From an optimization exercise on the open Yosys and OpenROAD flow, aimed at small area and a short achievable clock period; shortcuts taken in it are not production practice. RTL that was checked went through simulation tests only; none was proved equivalent to the original.

==> inputs of trial 17 <==
Design div_non_restore_pip, start of the top module:
module div_non_restore_pip #(parameter N = 16) (
	input          clk,
	input  [N-1:0] dividend,
	input  [N-1:0] divisor,
	output [N-1:0] quotient
);
	reg [N-1:0] R [0:N-1];
	reg [N-1:0] D [0:N-1];
	reg [N-1:0] Q [1:N-1];
	reg [N-1:0] QO, QF;
	always @(posedge clk) begin
		R[0] <= dividend;
		D[0] <= divisor;
	end
	genvar s;
	generate
		for (s = 1; s < N; s = s + 1) begin : stage
			wire [N+1:0] diff = {1'b0, R[s-1], 1'b0} - {2'b00, D[s-1]};
			wire         q    = ~diff[N+1];
			always @(posedge clk) begin
				R[s] <= q ? diff[N-1:0] : {R[s-1][N-2:0], 1'b0};
				D[s] <= D[s-1];
				Q[s] <= (s == 1) ? {{(N-1){1'b0}}, q} : {Q[s-1][N-2:0], q};
			end
		end
	endgenerate
	wire [N+1:0] dlast = {1'b0, R[N-1], 1'b0} - {2'b00, D[N-1]};
	always @(posedge clk) begin
		QO <= {Q[N-1][N-2:0], ~dlast[N+1]};
		QF <= QO;
	end
	assign quotient = QF;
endmodule
==> module div_non_restore_pip, before the edit <==
module div_non_restore_pip #(parameter N = 16) (
	input          clk,
	input  [N-1:0] dividend,
	input  [N-1:0] divisor,
	output [N-1:0] quotient
);
	reg [N-1:0] R [0:N-1];
	reg [N-1:0] D [0:N-1];
	reg [N-1:0] Q [1:N-1];
	reg [N-1:0] QO, QF;
	always @(posedge clk) begin
		R[0] <= dividend;
		D[0] <= divisor;
	end
	genvar s;
	generate
		for (s = 1; s < N; s = s + 1) begin : stage
			wire [N+1:0] diff = {1'b0, R[s-1], 1'b0} - {2'b00, D[s-1]};
			wire         q    = ~diff[N+1];
			always @(posedge clk) begin
				R[s] <= q ? diff[N-1:0] : {R[s-1][N-2:0], 1'b0};
				D[s] <= D[s-1];
				Q[s] <= (s == 1) ? {{(N-1){1'b0}}, q} : {Q[s-1][N-2:0], q};
			end
		end
	endgenerate
	wire [N+1:0] dlast = {1'b0, R[N-1], 1'b0} - {2'b00, D[N-1]};
	always @(posedge clk) begin
		QO <= {Q[N-1][N-2:0], ~dlast[N+1]};
		QF <= QO;
	end
	assign quotient = QF;
endmodule
Settings: LEC_CHECK=0, CAP_MARGIN=20, CORE_MARGIN=2, CORE_UTILIZATION=40, SETUP_SLACK_MARGIN=3.0, SLEW_MARGIN=20; clock period 4.5 ns.
run.sh (not shown) runs the stock make flow with config.mk's settings and CLKGATE_MAP_FILE= SYNTH_SCRIPT=/design/flow/synth_recipe.tcl, a recipe that flattens the netlist after the stock synthesis.
==> build 47 (differences from trial 17) <==
==> flow/design.v (replaced) <==
module div_non_restore_pip #(parameter N = 16) (
	input          clk,
	input  [N-1:0] dividend,
	input  [N-1:0] divisor,
	output [N-1:0] quotient
);
	reg [N-1:0] R0, D0;
	reg [N:0]   R  [1:N-1];
	reg         NB [1:N-1];
	reg         QB [1:N-1];
	reg         PB [1:N-1];
	reg [N-1:0] D  [1:N-1];
	reg [N-1:0] Q  [1:N-1];
	reg [N-1:0] QO, QF;
	always @(posedge clk) begin
		R0 <= dividend;
		D0 <= divisor;
	end
	wire [N:0] r1 = {R0, 1'b0} - {1'b0, D0};
	always @(posedge clk) begin
		R[1]  <= r1;
		NB[1] <= r1[N];
		QB[1] <= ~r1[N];
		PB[1] <= ~r1[N];
		D[1]  <= D0;
		Q[1]  <= {N{1'b0}};
	end
	genvar s, j;
	generate
		for (s = 2; s <= N; s = s + 1) begin : stage
			wire        neg  = R[s-1][N];
			wire        neg2 = NB[s-1];
			wire        pos  = QB[s-1];
			wire        pos2 = PB[s-1];
			wire [N:0]  b;
			for (j = 0; j < N; j = j + 1) begin : op
				if (j < N / 4)          begin : q0 assign b[j] = D[s-1][j] ^ pos;     end
				else if (j < N / 2)     begin : q1 assign b[j] = D[s-1][j] ^ pos2;    end
				else if (j < 3 * N / 4) begin : q2 assign b[j] = ~(D[s-1][j] ^ neg);  end
				else                    begin : q3 assign b[j] = ~(D[s-1][j] ^ neg2); end
			end
			assign b[N] = ~neg2;
			wire [N:0] rn = {R[s-1][N-1:0], 1'b0} + b + {{N{1'b0}}, pos};
			wire [N:0] t  = {R[s-1][N-1:0], 1'b0} + {pos2, b[N-1:0]} + {{N{1'b0}}, pos};
			if (s < N) begin : mid
				always @(posedge clk) begin
					R[s]  <= rn;
					NB[s] <= t[N];
					QB[s] <= ~rn[N];
					PB[s] <= ~t[N];
					D[s]  <= D[s-1];
					Q[s]  <= {Q[s-1][N-2:0], pos};
				end
			end else begin : last
				always @(posedge clk) begin
					QO <= {Q[N-1][N-3:0], pos, ~rn[N]};
					QF <= QO;
				end
			end
		end
	endgenerate
	assign quotient = QF;
endmodule
==> flow/flow/run.sh (new file) <==
#!/bin/bash
# Own flow: the standard layout, with the synthesis's final ABC mapping
# run from flow/abc.script (delay-oriented) instead of ORFS's abc_speed.script,
# and the port buffers made with buf_2 cells.
# flow/make_args, if present, holds extra make variable settings.
set -euo pipefail
W=$(pwd)
export MY_ABC_SCRIPT=$W/flow/abc.script
export MY_ABC_D=${MY_ABC_D:-1000}
export BUFFER_PORTS_ARGS="-buffer_cell sky130_fd_sc_hd__buf_2"
EXTRA=()
if [[ -f flow/make_args ]]; then read -r -a EXTRA < flow/make_args; fi
cat flow/abc_override.tcl synth_recipe.tcl > my_synth.tcl
sed "s#SYNTH_SCRIPT=[^ ]*#SYNTH_SCRIPT=$W/my_synth.tcl#" standard.sh > my_standard.sh
bash my_standard.sh "${EXTRA[@]}" finish > flow.log 2>&1
==> flow/flow/abc.script (new file) <==
&get -n
&st
&dch
&nf -p
&put
buffer -p
upsize {D}
dnsize {D}
==> flow/flow/abc_override.tcl (new file) <==
# Use our own ABC script and delay target for the final technology mapping
# (the generic abc inside yosys synth is unchanged).
proc abc {args} {
  set here [file dirname [file normalize [info script]]]
  set i [lsearch $args -script]
  if {$i >= 0} { lset args [expr {$i+1}] $::env(MY_ABC_SCRIPT) }
  set i [lsearch $args -D]
  if {$i >= 0} { lset args [expr {$i+1}] $::env(MY_ABC_D) } else { lappend args -D $::env(MY_ABC_D) }
  puts "abc (own script): $args"
  yosys abc {*}$args
}
==> flow/flow/make_args (new file) <==
ADDER_MAP_FILE=
==> flow/standard.sh (new file) <==
#!/bin/bash
# synth_recipe.tcl (not shown) runs the flow's synth.tcl, then flattens the netlist and writes it again
# the make line also repeats each setting of config.mk as NAME=value (left out here)
make -C /OpenROAD-flow-scripts/flow DESIGN_CONFIG=/design/flow/config.mk WORK_HOME=/design/flow/orfs CLKGATE_MAP_FILE= SYNTH_SCRIPT=/design/flow/synth_recipe.tcl "${@:-finish}"
Settings changed: CORE_UTILIZATION 40 to 55, CTS_BUF_LIST from default to sky130_fd_sc_hd__clkbuf_16, CTS_CLUSTER_DIAMETER from default to 80, CTS_CLUSTER_SIZE from default to 30, PLACE_DENSITY from default to 0.75, SETUP_SLACK_MARGIN 3.0 to 2.3.
removed: flow/run.sh
==> trial 34 (differences from trial 17) <==
--- a/flow/design.v
+++ b/flow/design.v
@@ -20,7 +20,11 @@
 			always @(posedge clk) begin
 				R[s] <= q ? diff[N-1:0] : {R[s-1][N-2:0], 1'b0};
 				D[s] <= D[s-1];
-				Q[s] <= (s == 1) ? {{(N-1){1'b0}}, q} : {Q[s-1][N-2:0], q};
+			end
+			if (s == 1) begin : qfirst
+				always @(posedge clk) Q[s] <= {{(N-1){1'b0}}, q};
+			end else begin : qnext
+				always @(posedge clk) Q[s] <= {Q[s-1][N-2:0], q};
 			end
 		end
 	endgenerate
==> flow/flow/run.sh (new file) <==
#!/bin/bash
# Own flow: the standard layout, with the synthesis's final ABC mapping
# run from flow/abc.script (delay-oriented) instead of ORFS's abc_speed.script.
# flow/make_args, if present, holds extra make variable settings.
set -euo pipefail
W=$(pwd)
export MY_ABC_SCRIPT=$W/flow/abc.script
export MY_ABC_D=${MY_ABC_D:-1000}
EXTRA=()
if [[ -f flow/make_args ]]; then read -r -a EXTRA < flow/make_args; fi
cat flow/abc_override.tcl synth_recipe.tcl > my_synth.tcl
sed "s#SYNTH_SCRIPT=[^ ]*#SYNTH_SCRIPT=$W/my_synth.tcl#" standard.sh > my_standard.sh
bash my_standard.sh "${EXTRA[@]}" finish > flow.log 2>&1
==> flow/flow/abc.script (new file) <==
&get -n
&st
&dch
&nf -p
&put
buffer -p
upsize {D}
dnsize {D}
==> flow/flow/abc_override.tcl (new file) <==
# Use our own ABC script and delay target for the final technology mapping
# (the generic abc inside yosys synth is unchanged).
proc abc {args} {
  set here [file dirname [file normalize [info script]]]
  set i [lsearch $args -script]
  if {$i >= 0} { lset args [expr {$i+1}] $::env(MY_ABC_SCRIPT) }
  set i [lsearch $args -D]
  if {$i >= 0} { lset args [expr {$i+1}] $::env(MY_ABC_D) } else { lappend args -D $::env(MY_ABC_D) }
  puts "abc (own script): $args"
  yosys abc {*}$args
}
==> flow/flow/make_args (new file) <==
ADDER_MAP_FILE=
==> flow/standard.sh (new file) <==
#!/bin/bash
# synth_recipe.tcl (not shown) runs the flow's synth.tcl, then flattens the netlist and writes it again
# the make line also repeats each setting of config.mk as NAME=value (left out here)
make -C /OpenROAD-flow-scripts/flow DESIGN_CONFIG=/design/flow/config.mk WORK_HOME=/design/flow/orfs CLKGATE_MAP_FILE= SYNTH_SCRIPT=/design/flow/synth_recipe.tcl "${@:-finish}"
Settings changed: CORE_UTILIZATION 40 to 55, CTS_BUF_LIST from default to sky130_fd_sc_hd__clkbuf_16, CTS_CLUSTER_DIAMETER from default to 80, CTS_CLUSTER_SIZE from default to 30, PLACE_DENSITY from default to 0.75, SETUP_SLACK_MARGIN 3.0 to 2.3.
removed: flow/run.sh
==> build 36 (differences from trial 17) <==
==> flow/design.v (replaced) <==
module div_non_restore_pip #(parameter N = 16) (
	input          clk,
	input  [N-1:0] dividend,
	input  [N-1:0] divisor,
	output [N-1:0] quotient
);
	localparam H = N / 2;
	reg [N-1:0] R0, D0;
	reg [N:0]   R  [1:N-1];
	reg         QB [1:N-1];
	reg [N-1:0] D  [1:N-1];
	reg [N-1:0] Q  [1:N-1];
	reg [N-1:0] QO, QF;
	always @(posedge clk) begin
		R0 <= dividend;
		D0 <= divisor;
	end
	wire [N:0] r1 = {R0, 1'b0} - {1'b0, D0};
	always @(posedge clk) begin
		R[1]  <= r1;
		QB[1] <= ~r1[N];
		D[1]  <= D0;
		Q[1]  <= {N{1'b0}};
	end
	genvar s, j;
	generate
		for (s = 2; s <= N; s = s + 1) begin : stage
			wire        neg = R[s-1][N];
			wire        pos = QB[s-1];
			wire [N:0]  b;
			for (j = 0; j <= N; j = j + 1) begin : op
				wire dj = (j < N) ? D[s-1][j] : 1'b0;
				if (j < H) begin : lo
					assign b[j] = dj ^ pos;
				end else begin : hi
					assign b[j] = ~(dj ^ neg);
				end
			end
			wire [N:0] rn = {R[s-1][N-1:0], 1'b0} + b + {{N{1'b0}}, pos};
			if (s < N) begin : mid
				always @(posedge clk) begin
					R[s]  <= rn;
					QB[s] <= ~rn[N];
					D[s]  <= D[s-1];
					Q[s]  <= {Q[s-1][N-2:0], pos};
				end
			end else begin : last
				always @(posedge clk) begin
					QO <= {Q[N-1][N-3:0], pos, ~rn[N]};
					QF <= QO;
				end
			end
		end
	endgenerate
	assign quotient = QF;
endmodule
==> flow/flow/run.sh (new file) <==
#!/bin/bash
# Own flow: the standard layout, with the synthesis's final ABC mapping
# run from flow/abc.script (delay-oriented) instead of ORFS's abc_speed.script.
# flow/make_args, if present, holds extra make variable settings.
set -euo pipefail
W=$(pwd)
export MY_ABC_SCRIPT=$W/flow/abc.script
export MY_ABC_D=${MY_ABC_D:-1000}
EXTRA=()
if [[ -f flow/make_args ]]; then read -r -a EXTRA < flow/make_args; fi
cat flow/abc_override.tcl synth_recipe.tcl > my_synth.tcl
sed "s#SYNTH_SCRIPT=[^ ]*#SYNTH_SCRIPT=$W/my_synth.tcl#" standard.sh > my_standard.sh
bash my_standard.sh "${EXTRA[@]}" finish > flow.log 2>&1
==> flow/flow/abc.script (new file) <==
&get -n
&st
&dch
&nf -p
&put
buffer -p
upsize {D}
dnsize {D}
==> flow/flow/abc_override.tcl (new file) <==
# Use our own ABC script and delay target for the final technology mapping
# (the generic abc inside yosys synth is unchanged).
proc abc {args} {
  set here [file dirname [file normalize [info script]]]
  set i [lsearch $args -script]
  if {$i >= 0} { lset args [expr {$i+1}] $::env(MY_ABC_SCRIPT) }
  set i [lsearch $args -D]
  if {$i >= 0} { lset args [expr {$i+1}] $::env(MY_ABC_D) } else { lappend args -D $::env(MY_ABC_D) }
  puts "abc (own script): $args"
  yosys abc {*}$args
}
==> flow/flow/make_args (new file) <==
ADDER_MAP_FILE=
==> flow/standard.sh (new file) <==
#!/bin/bash
# synth_recipe.tcl (not shown) runs the flow's synth.tcl, then flattens the netlist and writes it again
# the make line also repeats each setting of config.mk as NAME=value (left out here)
make -C /OpenROAD-flow-scripts/flow DESIGN_CONFIG=/design/flow/config.mk WORK_HOME=/design/flow/orfs CLKGATE_MAP_FILE= SYNTH_SCRIPT=/design/flow/synth_recipe.tcl "${@:-finish}"
Settings changed: CORE_UTILIZATION 40 to 55, PLACE_DENSITY from default to 0.75, SETUP_SLACK_MARGIN 3.0 to 2.7.
removed: flow/run.sh
==> qor.txt <==
Status -> complete, no violations
GR Layer Usage met1 -> 34.5%
Relative slew slack -> 63.5%
Dpl cell area -> 29,200 µm²
Worst r2r src -> R[7][16]$_DFF_P_
Yosys Warn Count -> 5
Num CTS Buffers -> 71
Via count of the first global-routing pass -> 21,200
Layout area overhead -> 50.3%
First-pass GRT wire length -> 111 mm
Gr usage total -> 27.6%
# the run above: build 36

==> qor.txt <==
Via count of the first global-routing pass -> 22,000
Initial antenna violation count -> 1
Root Driver -> clkbuf_16
Routed metal-1 wirelength -> 33.9 mm
Status -> complete, no violations
Layout area overhead -> 21.8%
Relative slew slack -> 61.0%
Sequential cells -> 664
Gr usage total -> 25.5%
First-pass GRT wire length -> 116 mm
Worst r2r src -> D[10][4]$_DFF_P_
Most common cell in the netlist -> dfxtp_1
GR Layer Usage met1 -> 33.4%
Worst Hold Launch -> Q[5][0]$_DFF_P_
Dpl cell area -> 31,200 µm²
Max incr delay on CP -> 0.46 ns
# the run above: trial 34

==> qor.txt <==
Status -> complete, no violations
Worst r2r src -> D0[3]$_DFF_P_
Dpl cell area -> 28,900 µm²
Relative slew slack -> 63.4%
Layout area overhead -> 11.4%
Gr usage total -> 21.8%
GR Layer Usage met1 -> 31.0%
Yosys Warn Count -> 7
# the run above: build 47

==> qor.txt <==
GR Layer Usage met1 -> 16.4%
Layout area overhead -> 34.3%
Gr usage total -> 17.1%
Worst r2r src -> D[7][0]$_DFF_P_
Dpl cell area -> 29,400 µm²
Status -> complete, no violations
Via count of the first global-routing pass -> 21,200
First-pass GRT wire length -> 99.3 mm
Yosys Warn Count -> 4
Relative slew slack -> 55.2%
# the run above: trial 17

No functional check of the RTL was part of build 47.

==> re-timing with driven ports <==
No port has a modelled driver above. Below, the same layouts with a new extraction and two added sets of constraints. Step 1 (the two cells are an assumption about what drives the block):
set clk [get_ports {clk}]
set_driving_cell -lib_cell sky130_fd_sc_hd__clkbuf_16 $clk
set_driving_cell -lib_cell sky130_fd_sc_hd__buf_2 [delete_from_list [all_inputs] $clk]
Step 2 also shifts input and output timing later by t, the mid clock arrival at the registers, as if the neighbouring blocks saw the same clock. Slacks: ideal ports / drivers / drivers and shift; pairs: ideal ports / drivers.
run	t, ns	setup WS [ns]	worst setup path after step 2	pins driven straight from the clock port
trial 17	0.651	1.817 / 1.817 / 1.817	register to register	1
build 47	0.691	2.271 / 2.271 / 2.271	register to register	1
trial 34	0.634	2.302 / 2.302 / 2.302	register to register	1
build 36	0.685	2.288 / 2.288 / 2.288	register to register	1
After both steps every run listed still meets setup and hold.
